Context: an optimization exercise on an open-source flow, tuned for small area, a short achievable clock period and few clock cycles. The choices shown serve that exercise and are no tape-out recipe.
At most, simulation tests tie the RTL to the original design; equivalence was not proved.
Power is estimated from default activity; no workload was simulated.

==> inputs of build 88 <==
==> flow/design.v (excerpt) <==
module alu #(
    parameter INT_W  = 4,
    parameter FRAC_W = 6,
    parameter INST_W = 4,
    parameter DATA_W = INT_W + FRAC_W
)(
    input                     i_clk,
    input                     i_rst_n,
    input                     i_valid,
    input signed [DATA_W-1:0] i_data_a,
    input signed [DATA_W-1:0] i_data_b,
    input        [INST_W-1:0] i_inst,
    output                    o_valid,
    output       [DATA_W-1:0] o_data
);
clock: 9.0 ns
lec_check: 0
cap_margin: 20
core_margin: 2
core_utilization: 40
setup_slack_margin: 3.5
slew_margin: 20
standard.sh (not shown) runs the stock make flow with config.mk's settings and CLKGATE_MAP_FILE= SYNTH_SCRIPT=/design/flow/synth_recipe.tcl, a recipe that flattens the netlist after the stock synthesis.
==> flow/flow/run.sh <==
#!/bin/bash
# The standard layout, except that the input and output ports are buffered
# with buf_2 cells (buffer_ports otherwise picks a slow delay buffer).
set -euo pipefail
bash standard.sh "BUFFER_PORTS_ARGS=-buffer_cell sky130_fd_sc_hd__buf_2" finish > standard_flow.log 2>&1
==> trial 38 (differences from build 88) <==
- ABC_AREA: not set -> 1
- CTS_CLUSTER_DIAMETER: not set -> 300
- CTS_CLUSTER_SIZE: not set -> 60
==> trial 89 (differences from build 88) <==
- ABC_AREA: not set -> 1
==> metrics.md <==
| Metric | Value |
|---|---|
| Finished Cell Area | around 6600 um^2 |
| Cell Area, Placed | between 6000 and 7000 um^2 |
| Gate Count Post-Synth | approximately 900 |
| Crit-path max cell delay | around 0.52 ns |
| Compound-cell area share of the yosys netlist | between 10% and 20% |
| CTS-repair resized insts | 0 |
| Sequential share of power | around 18% |
| FMAX | 212 MHz |
| Status | complete, no violations |
(the above is from trial 89)
==> metrics.md <==
| Metric | Value |
|---|---|
| Status | complete, no violations |
| Compound-cell area share of the yosys netlist | ~10% |
| Finished Cell Area | approximately 6600 um^2 |
| Gate Count Post-Synth | ~880 |
| FMAX | 212 MHz |
| Crit-path max cell delay | 0.52 ns |
| Cell Area, Placed | roughly 6400 um^2 |
| Sequential share of power | 17.8% |
| Met3 WL post-DR | 1150 um |
(the above is from trial 38)
==> metrics.md <==
| Metric | Value |
|---|---|
| Status | complete, no violations |
| Finished Cell Area | about 6400 um^2 |
| Cell Area, Placed | roughly 6100 um^2 |
| Sequential share of power | around a fifth |
| Crit-path max cell delay | around 0.55 ns |
| Gate Count Post-Synth | roughly 700 |
| Compound-cell area share of the yosys netlist | about 17% |
| FMAX | between 150 and 200 MHz |
(the above is from build 88)
No functional check of the RTL was part of any run of this note.


==> inputs of job 7660 <==
alu, a different RTL version from the one above (not shown whole).
clock: 9.0 ns
lec_check: 0
abc_area: 1
cap_margin: 20
core_margin: 2
core_utilization: 40
setup_slack_margin: 4.4
slew_margin: 20
==> flow/flow/run.sh <==
#!/bin/bash
# The standard layout with two changes:
#  - the input and output ports are buffered with buf_2 cells (buffer_ports
#    otherwise picks a slow delay buffer);
#  - synthesis is the standard one except for ABC's mapping: the logic from
#    the registers to o_data keeps ORFS's area script (abc_area.script), the
#    logic from the inputs to the registers, which has timing to spare, is
#    mapped for area only (abc_s1.script). flow/abc_split.tcl replaces the
#    single abc call of ORFS's synth.tcl.
set -euo pipefail
W=$PWD
awk -v blk="$W/flow/abc_split.tcl" '{
  if ($0 == "  log_cmd abc {*}$abc_args") { while ((getline l < blk) > 0) print l; close(blk) }
  else print
}' "$FLOW_HOME/scripts/synth.tcl" > synth_split.tcl
grep -q 'ABC_S1' synth_split.tcl
sed "s#source \$::env(SCRIPTS_DIR)/synth.tcl#source $W/synth_split.tcl#" synth_recipe.tcl > synth_top.tcl
grep -q 'synth_split.tcl' synth_top.tcl
bash standard.sh "BUFFER_PORTS_ARGS=-buffer_cell sky130_fd_sc_hd__buf_2" \
  "SYNTH_SCRIPT=$W/synth_top.tcl" \
  "ABC_S1=$W/flow/abc_s1.script" \
  "ABC_S2=$FLOW_HOME/scripts/abc_area.script" \
  finish > standard_flow.log 2>&1
==> flow/flow/abc_s1.script <==
strash
dc2
dch -f
map -a
topo
stime -c
buffer -c
upsize -c
dnsize -c
==> flow/flow/abc_split.tcl <==
  # Map the logic in the cone of the outputs (from the registers to o_data)
  # and the rest (from the inputs to the registers) with separate ABC scripts.
  set abc_rest [lrange $abc_args 2 end]
  select -set s2 o:o_data {%ci*:-sky130_fd_sc_hd__dfxtp_1[D,CLK]:-sky130_fd_sc_hd__dfrtp_1[D,CLK,RESET_B]}
  select -set s1 * @s2 %d
  log_cmd abc -script $::env(ABC_S1) {*}$abc_rest @s1
  log_cmd abc -script $::env(ABC_S2) {*}$abc_rest @s2
  select -clear
==> inputs of job 755, as changes to job 7660 <==
==> flow/flow/run.sh (replaced) <==
#!/bin/bash
# The standard layout, except that the input and output ports are buffered
# with buf_2 cells (buffer_ports otherwise picks a slow delay buffer).
set -euo pipefail
bash standard.sh "BUFFER_PORTS_ARGS=-buffer_cell sky130_fd_sc_hd__buf_2" finish > standard_flow.log 2>&1
Settings changed: CORE_UTILIZATION 40 to 55, SETUP_SLACK_MARGIN 4.4 to 3.5.
removed: flow/flow/abc_s1.script
removed: flow/flow/abc_split.tcl
==> qor summary <==
|  | job 755 | job 7660 |
|---|---|---|
| Outcome | no timing/DRC/antenna violations | no timing/DRC/antenna violations |
| Maximum fanout count along the critical path | 9 | 5 |
| Synthesized netlist cell count | 895 | 803 |
| Die Footprint | 11,800 sq um | 15,500 sq um |
| Effective utilization at floorplan | 56.0% | 40.5% |
| Area growth from synthesis to layout | 5.53% | 14.6% |
| Relative area of non-clock buffer cells in the final design | 3.03% | 5.24% |
| Minimum setup slack in the final design | 4.21 ns | 4.34 ns |
| Skew final | 0.0200 ns | 0.00812 ns |
| Highest clock rate | 0.209 GHz | 0.215 GHz |
| Share of total power in the clock network | 12.8% | 12.1% |
| Drt wl/cell | 16.7 um | 17.7 um |
| Post-Synthesis Mean Instance Area | 6.73 sq um | 7.24 sq um |
| Largest net degree at the start of global routing | 25 | 23 |
| Wire length of the first global-routing pass | 28.5 mm | 28.4 mm |
| Internal power | 0.000559 W | 0.000743 W |
Testbench counts of job 7660, summed over its fixed seeds: cycles 24,000.
Testbench counts of job 755, summed over its fixed seeds: cycles 24,000.

-- port drivers added, routing unchanged --
The flow's constraints put no driver on any port. The routed layouts listed below were extracted and timed again, unchanged, in two steps.
Step 1 sets driving cells, clkbuf_16 on the clock port and buf_2 on the other inputs (assumed; they add their load-dependent delay and slew).
Step 2 moves the port delays by t, midway between the first and last clock arrival at a register: inputs arrive t later, outputs are due t later. That takes back most of the time a late clock gives input paths.
a / b / c = ideal ports / drivers / drivers and shift; a / b = the first two.
run | t, ns | setup slack, ns | worst register clock-pin slew, ns
build 88 | 0.317 | 3.645 / 3.611 / 3.928 | 0.06 / 0.06
trial 38 | 0.317 | 4.273 / 4.238 / 4.339 | 0.07 / 0.07
trial 89 | 0.317 | 4.273 / 4.238 / 4.339 | 0.07 / 0.07
job 7660 | 0.312 | 4.342 / 4.302 / 4.195 | 0.06 / 0.06
job 755 | 0.316 | 4.214 / 4.185 / 4.362 | 0.09 / 0.09
After both steps every run listed still meets setup and hold. For job 7660, which loses most, drivers alone change the setup slack by -0.040 ns; drivers and shift together by -0.147 ns.
